Source: an optimization exercise on an open RTL-to-GDS flow (aim: small area and a short achievable clock period). Production flows keep margins and buffers that such runs may drop.
No functional check of the RTL was part of this run.
No activity file was given, so power comes from the tool's default toggle rates.

## flow/design.v

```verilog
`timescale 1ns / 1ps
module cpu(
    input               clk,
    input               rst,
    input  [31:0]       rom_rdata,
    input  [31:0]       ram_rdata,
    output              ram_we,
    output [31:0]       ram_wdata,
    output [31:0]       rom_addr,
    output [31:0]       ram_addr,
    output [15:0]       led
);
localparam [6:0] OP_LOAD   = 7'b0000011;
localparam [6:0] OP_MATHI  = 7'b0010011;
localparam [6:0] OP_AUIPC  = 7'b0010111;
localparam [6:0] OP_STORE  = 7'b0100011;
localparam [6:0] OP_MATHR  = 7'b0110011;
localparam [6:0] OP_LUI    = 7'b0110111;
localparam [6:0] OP_BRANCH = 7'b1100011;
localparam [6:0] OP_JALR   = 7'b1100111;
localparam [6:0] OP_JAL    = 7'b1101111;
reg  [31:2] pc;
reg         stall;               
reg  [4:0]  wregs0, wregs1, wregs2;    
reg  [4:0]  jumps;               
reg  [31:0] ex_a, ex_b, ex_d;    
reg         ex_inv;              
reg         ex_s_add, ex_s_slt, ex_s_xor, ex_s_or, ex_s_and, ex_s_sh, ex_s_left;
reg  [4:0]  ex_wr;               
reg         ex_m2r, ex_mw, ex_br;
reg  [31:0] mem_alu, mem_d;
reg  [4:0]  mem_wr;
reg         mem_m2r, mem_mw, mem_br;
reg  [31:0] wb_alu;
reg  [4:0]  wb_wr;
reg         wb_m2r, wb_br;
reg  [31:0] regs [1:31];
always @(posedge clk) begin
    if (rst)
        pc <= 30'd0;
    else if (!stall)
        pc <= wb_br ? 30'd0 : pc + 30'd1;
end
assign rom_addr = {pc, 2'b00};
wire [31:0] ins   = rom_rdata;
wire [6:0]  op    = ins[6:0];
wire [4:0]  f_rd  = ins[11:7];
wire [2:0]  f3    = ins[14:12];
wire [4:0]  f_rs1 = ins[19:15];
wire [4:0]  f_rs2 = ins[24:20];
wire is_load   = op == OP_LOAD;
wire is_mathi  = op == OP_MATHI;
wire is_auipc  = op == OP_AUIPC;
wire is_store  = op == OP_STORE;
wire is_mathr  = op == OP_MATHR;
wire is_lui    = op == OP_LUI;
wire is_branch = op == OP_BRANCH;
wire is_jalr   = op == OP_JALR;
wire is_jal    = op == OP_JAL;
wire uses_rs1  = !(is_lui | is_auipc);
wire uses_rs2  = !(is_lui | is_auipc | is_jalr | is_mathi | is_load);
wire writes_rd = is_load | is_mathi | is_auipc | is_mathr | is_lui | is_jalr | is_jal;
wire is_jump   = is_jalr | is_jal | is_branch;
wire [4:0] hz_r1 = uses_rs1 ? f_rs1 : 5'd0;
wire [4:0] hz_r2 = uses_rs2 ? f_rs2 : 5'd0;
wire [4:0] nwregs0 = (!stall && writes_rd) ? f_rd : 5'd0;
function hz_match(input [4:0] w, input [4:0] r1, input [4:0] r2);
    hz_match = (w != 5'd0) && (w == r1 || w == r2);
endfunction
wire next_stall = hz_match(nwregs0, hz_r1, hz_r2) | hz_match(wregs0, hz_r1, hz_r2) |
                  hz_match(wregs1, hz_r1, hz_r2)  | hz_match(wregs2, hz_r1, hz_r2) |
                  (!stall && is_jump) | (|jumps);
always @(posedge clk) begin
    if (rst) begin
        stall  <= 1'b0;
        wregs0 <= 5'd0;
        wregs1 <= 5'd0;
        wregs2 <= 5'd0;
        jumps  <= 5'd0;
    end else begin
        stall  <= next_stall;
        wregs0 <= nwregs0;
        wregs1 <= wregs0;
        wregs2 <= wregs1;
        jumps  <= {jumps[3:0], !stall && is_jump};
    end
end
wire live = !stall && !rst;
wire a_en = live && uses_rs1 && f_rs1 != 5'd0;
wire d_en = live && uses_rs2 && f_rs2 != 5'd0;
wire [31:0] rd1 = regs[f_rs1];
wire [31:0] rd2 = regs[f_rs2];
wire sel_imm = is_load | is_mathi | is_auipc | is_store | is_lui;
wire m_slt   = is_mathr && f3[2:1] == 2'b01;
wire m_pass  = is_mathr && f3 == 3'b001 && ins[30];
wire m_sll   = is_mathr && f3 == 3'b001 && !ins[30];
wire m_srl   = is_mathr && f3 == 3'b101;
wire m_xor   = is_mathr && f3 == 3'b100;
wire m_or    = is_mathr && f3 == 3'b110;
wire m_and   = is_mathr && f3 == 3'b111;
reg [31:0] imm;
always @(*) begin
    if (is_load | is_mathi)
        imm = {{20{ins[31]}}, ins[31:20]};
    else if (is_store)
        imm = {{20{ins[31]}}, ins[31:25], ins[11:7]};
    else
        imm = {ins[31:12], 12'h000};
end
wire b_imm = live && sel_imm;
wire b_reg = d_en && !sel_imm && !m_pass;
always @(posedge clk) begin
    ex_a      <= a_en  ? rd1 : 32'd0;
    ex_d      <= d_en  ? rd2 : 32'd0;
    ex_b      <= (b_imm ? imm : 32'd0) | (b_reg ? rd2 : 32'd0);
    ex_inv    <= live && (is_branch || m_slt);
    ex_s_slt  <= live && m_slt;
    ex_s_xor  <= live && m_xor;
    ex_s_or   <= live && m_or;
    ex_s_and  <= live && m_and;
    ex_s_sh   <= live && (m_sll || m_srl);
    ex_s_left <= m_sll;
    ex_s_add  <= !(live && (m_slt || m_xor || m_or || m_and || m_sll || m_srl));
    ex_wr     <= (!rst && (stall || writes_rd)) ? f_rd : 5'd0;
    ex_m2r    <= live && is_load;
    ex_mw     <= live && is_store;
    ex_br     <= live && is_branch;
end
wire [31:0] bx = ex_b ^ {32{ex_inv}};
wire [32:0] sum = {1'b0, ex_a} + {1'b0, bx} + {32'd0, ex_inv};
function [31:0] rev32(input [31:0] x);
    integer i;
    for (i = 0; i < 32; i = i + 1) rev32[i] = x[31-i];
endfunction
wire [31:0] sh_in  = ex_s_left ? rev32(ex_a) : ex_a;
wire [31:0] sh_r   = sh_in >> ex_b[4:0];
wire [31:0] sh_out = (|ex_b[31:5]) ? 32'd0 : (ex_s_left ? rev32(sh_r) : sh_r);
wire [31:0] result = ({32{ex_s_add}} & sum[31:0])
                   | {31'd0, ex_s_slt & !sum[32]}
                   | ({32{ex_s_xor}} & (ex_a ^ ex_b))
                   | ({32{ex_s_or}}  & (ex_a | ex_b))
                   | ({32{ex_s_and}} & (ex_a & ex_b))
                   | ({32{ex_s_sh}}  & sh_out);
always @(posedge clk) begin
    if (rst) begin
        mem_alu <= 32'd0;
        mem_d   <= 32'd0;
        mem_wr  <= 5'd0;
        mem_m2r <= 1'b0;
        mem_mw  <= 1'b0;
        mem_br  <= 1'b0;
    end else begin
        mem_alu <= result;
        mem_d   <= ex_d;
        mem_wr  <= ex_wr;
        mem_m2r <= ex_m2r;
        mem_mw  <= ex_mw;
        mem_br  <= ex_br;
    end
end
assign ram_addr  = mem_alu;
assign ram_we    = mem_mw;
assign ram_wdata = mem_d;
assign led       = ram_rdata[15:0];
always @(posedge clk) begin
    wb_alu <= mem_alu;
    wb_wr  <= mem_wr;
    wb_m2r <= mem_m2r;
    wb_br  <= mem_br;
end
wire [31:0] wb_data = wb_m2r ? ram_rdata : wb_alu;
always @(posedge clk) begin
    if (wb_wr != 5'd0)
        regs[wb_wr] <= wb_data;
end
endmodule
```

## flow/config.mk

```make
export PLATFORM = sky130hd
export DESIGN_NAME = cpu
export DESIGN_NICKNAME = cpu
export VERILOG_FILES = /design/flow/design.v
export SDC_FILE = /design/flow/constraint.sdc
export NUM_CORES = 4
export LEC_CHECK = 0
export CAP_MARGIN = 20
export CORE_MARGIN = 2
export CORE_UTILIZATION = 40
export SLEW_MARGIN = 20
```

## flow/run.sh

```bash
#!/bin/bash
# synth_recipe.tcl (not shown) runs the flow's synth.tcl, then flattens the netlist and writes it again
# the make line also repeats each setting of config.mk as NAME=value (left out here)
make -C /OpenROAD-flow-scripts/flow DESIGN_CONFIG=/design/flow/config.mk WORK_HOME=/design/flow/orfs CLKGATE_MAP_FILE= SYNTH_SCRIPT=/design/flow/synth_recipe.tcl finish
```

## flow/constraint.sdc

```tcl
create_clock -name core_clock -period 5.0 [get_ports {clk}]
set_input_delay 1.0000 -clock core_clock [delete_from_list [all_inputs] [get_ports {clk}]]
set_output_delay 1.0000 -clock core_clock [all_outputs]
set_load 0.01 [all_outputs]
```

==> run notes <==
## Yosys cell counts (all sizes together) (9+ instances only)
cell type	count
mux2i	167
xnor2	37
edfxtp	992
nor2	229
dfxtp	274
buf	115
and2	11
nor4	12
or2	9
a221oi	61
nor4bb	11
nor2b	82
o21ai	133
a21oi	156
nand2	159
o211ai	9
a21o	11
and3	19
o221ai	25
xor2	67
mux4	543
nand3	35
o22ai	41
nand4	16
mux2	109
ha	96
a31oi	24
nor3	60
clkbuf	181
inv	86
## state kept, by name, summed over array words and instances (netlist names), 30 cells and up
register / cells
ex_a: 32
ex_b: 32
ex_d: 32
mem_alu: 32
mem_d: 32
pc: 30
regs: 992
wb_alu: 32
## per-layer routing
layer | GRT usage | share of wire | vias up
met5 | 0 | 0.00014 | -
met4 | 0.0886 | 0.034 | 4
met3 | 0.0602 | 0.10 | 373
met2 | 0.390 | 0.46 | 2057
met1 | 0.351 | 0.41 | 20000
li1 | - | - | 15900
## final cells by class
type,count,area [µm²]
antenna,2,5.00
sequential,1266,35300
inverter,89,334
tap,2030,2540
clock buffer,175,3720
clock inverter,70,846
multi-input combinational,2230,24300
timing repair buffer,343,3290
fill,13000,81300
## layout by cell type, fill, tap and decap left out, drive strengths merged, types with 16 or more instances in the layout
| cell type | Yosys | routed |
|---|---|---|
| edfxtp | 992 | 992 |
| mux4 | 543 | 543 |
| dfxtp | 274 | 274 |
| nor2 | 229 | 229 |
| buf | 115 | 178 |
| clkbuf | 181 | 175 |
| mux2i | 167 | 167 |
| clkdlybuf4s50 | 0 | 165 |
| nand2 | 159 | 159 |
| a21oi | 156 | 156 |
| o21ai | 133 | 133 |
| mux2 | 109 | 109 |
| ha | 96 | 96 |
| inv | 86 | 95 |
| nor2b | 82 | 82 |
| xor2 | 67 | 67 |
| a221oi | 61 | 61 |
| nor3 | 60 | 60 |
| clkinv | 3 | 45 |
| o22ai | 41 | 41 |
| xnor2 | 37 | 37 |
| nand3 | 35 | 35 |
| o221ai | 25 | 25 |
| a31oi | 24 | 24 |
| and3 | 19 | 19 |
| nand4 | 16 | 16 |
## worst paths after layout
| kind | slack, ns | to |
|---|---|---|
| max | 1.15 | mem_alu[31] |
| min | 0.32 | wb_m2r |
| max reg2reg | 1.15 | mem_alu[31] |
| min reg2reg | 0.32 | wb_m2r |
## kinds of logic after synthesis
| logic type | count (synthesis) |
|---|---|
| AOI/OAI and AO/OA | 531 |
| muxes | 819 |
| adders and majority gates | 97 |
| DFF | 1266 |
| and+or+nand+nor | 677 |
| buffers and inverters | 385 |
| other | 1 |
| xor gates and xnor gates | 104 |
## worst max-delay path: stages (launching register included)
cell and delay, ns:
dfxtp_2 0.67, buf_4 0.41, xor2_1 0.22, ha_1 0.35, a21o_1 0.25, a31oi_1 0.23, nand2_1 0.12, nor3b_2 0.34
o21ai_0 0.34, a311oi_1 0.44, mux2i_1 0.21, o21ai_0 0.10
## metrics by stage
stage          utilization  total power, µW
2_1_floorplan            -            14000
6_report             0.464            25400
5_1_grt              0.464            26200
3_5_place_dp         0.434            15300
3_3_place_gp         0.433            15300
4_1_cts              0.464            25500
## power groups by stage
| stage | clock, µW | sequential (µW) | combinational [µW] |
|---|---|---|---|
| after global routing | 10900 | 12100 | 3200 |
| after floorplan | 0 | 12200 | 1870 |
| after CTS | 10400 | 12100 | 2990 |
| after global placement | 0 | 12300 | 2960 |
| final | 10300 | 12100 | 3000 |
| after detailed placement | 0 | 12300 | 2980 |
==> out/metrics.cfg <==
[yosys]
synth_cell_type_count = 84
yosysWarnings = 1
synthArstFlopShare = 0
muxShareOfSynthArea = 0.249
synth_compound_area_frac = 0.0560
yosys.area_share.adder = 0.0200
synth_xor_area_frac = 0.0153
synth_top_family_by_area = multiplexers
yosysTopAreaCell = edfxtp_1
avgSynthCellArea_um2 = 15.7
synth_top_flop_cell = edfxtp_1
synth-simple-area-share = 0.0532
synth.top_cell.area_share = 0.489
synth_edf_count = 992
synth_area_leaders = edfxtp_1 49%, mux4_2 19%, dfxtp_1 9.0%
synth_area_mm2 = 0.0609
netlist_instances = 3880
ys_seq_area_frac = 0.579
ys_ff_latch = 1266

[cts]
root_buffer = clkbuf_16
worst_skew_pair.late_latency_ns = 0.78
cts_max_level = 4
clk_path_buf_depth = 3
ctsHoldBuffers = 0
cts_tree = built
clkTransAtPathRegs_ns = 0.06
cts_resized = 0
postCtsSetupBuffers = 0
cts_buffers = 134
clock_sinks = 1266

[placed_design]
detailedPlace.worstSlack_ns = 1.18
dpl.cell_count = 5958
dp_hpwl_mm = 126
gp_congestion = 0.916
placed_area_mm2 = 0.0657
io_buffers = 176

[run_status]
outcome = no timing/DRC/antenna violations

[final_layout]
layoutNonFillerInstCount = 6205
stdcell_area_mm2 = 0.0703
drive_above_1_share = 0.261
syn_to_final_growth_pct = 15.4
final_nets = 4227

[worst_setup_path]
setup.worst_path.end_class = flop
cp_max_fo = 18
required_ns = 5.61
crit_arrival_ns = 4.46
path_class = flop to flop
cp-startpoint = ex_inv
r2r-start = ex_inv
worst-r2r-cell-count = 11
start_kind = flop

[sta]
fmaxAchievable_mhz = 260
max_slew_margin = 0.302
rsz0062_at_grt = false
slew_violations = 0
skew_ns = 0.0519
finalCritPeriodShare = 0.770
fin_tns_setup_ns = 0
setup_ws_ns = 1.15
min_period_ns = 3.85
fin_hold_ws_ns = 0.324
worst_slew_pin_slew_ns = 1.05
finalHoldViolations = 0
setup_violations = 0

[global_route]
antenna_found_initial = 11
grt_max_degree = 97
gr-total-overflow = 0
grt_pass1_vias = 38000
grtUsageTotal = 0.253
grt_pass1_wl_mm = 281

[pwr]
power_density_mw_per_mm2 = 362
pwr-share-comb = 0.118
p_seq_frac = 0.476
p_leak_uw = 0.0238
p_int_uw = 19000
clockPowerShare = 0.405
ir_worst_vdd_uv = 350
swShare = 0.253
power.switching_uw = 6430

[floorplanning]
pin_count = 179
dieHeight_um = 394
die_area_mm2 = 0.155
core_mm2 = 0.152
rows = 143
start_util = 0.402
die_w_um = 394

[detailed_routing]
routed_via_density = 6.19
wl_mm = 199
drc = 0
vias = 38400
wl_per_cell_um = 32.1
drt_pass1_iterations = 6
ant_nets = 0
drt_iter0_markers = 5222

[flow_run]
cap_viol_max_count = 0

[worst_hold_path]
hp-class = flop to flop
min_from = mem_m2r
holdPathStages = 0

[afterwards: timing with drivers on the ports]
Ports are ideal in the flow. The routed layout listed here was re-timed in OpenROAD.
Step 1 sets driving cells, clkbuf_16 on the clock port and buf_2 on the other inputs (assumed; they add their load-dependent delay and slew).
Step 2 adds t to the input delays and takes it off the output delays; t is the mean of the earliest and latest rising clock arrival at the registers after step 1. Input paths then give back, and output paths get back, about the clock's delay inside the block.
Slacks: ideal ports / drivers / drivers and shift; pairs: ideal ports / drivers.
t (ns): 0.833
setup slack, ns: 1.148 / 1.148 / 1.108
worst hold slack (ns): 0.324 / 0.324 / 0.324
worst setup path at the end: input to register
cell pins on the clock port's net: 1
After both steps setup and hold are still met in this run. The setup slack of this run moves by 0.000 ns with the drivers and by -0.040 ns with both steps.
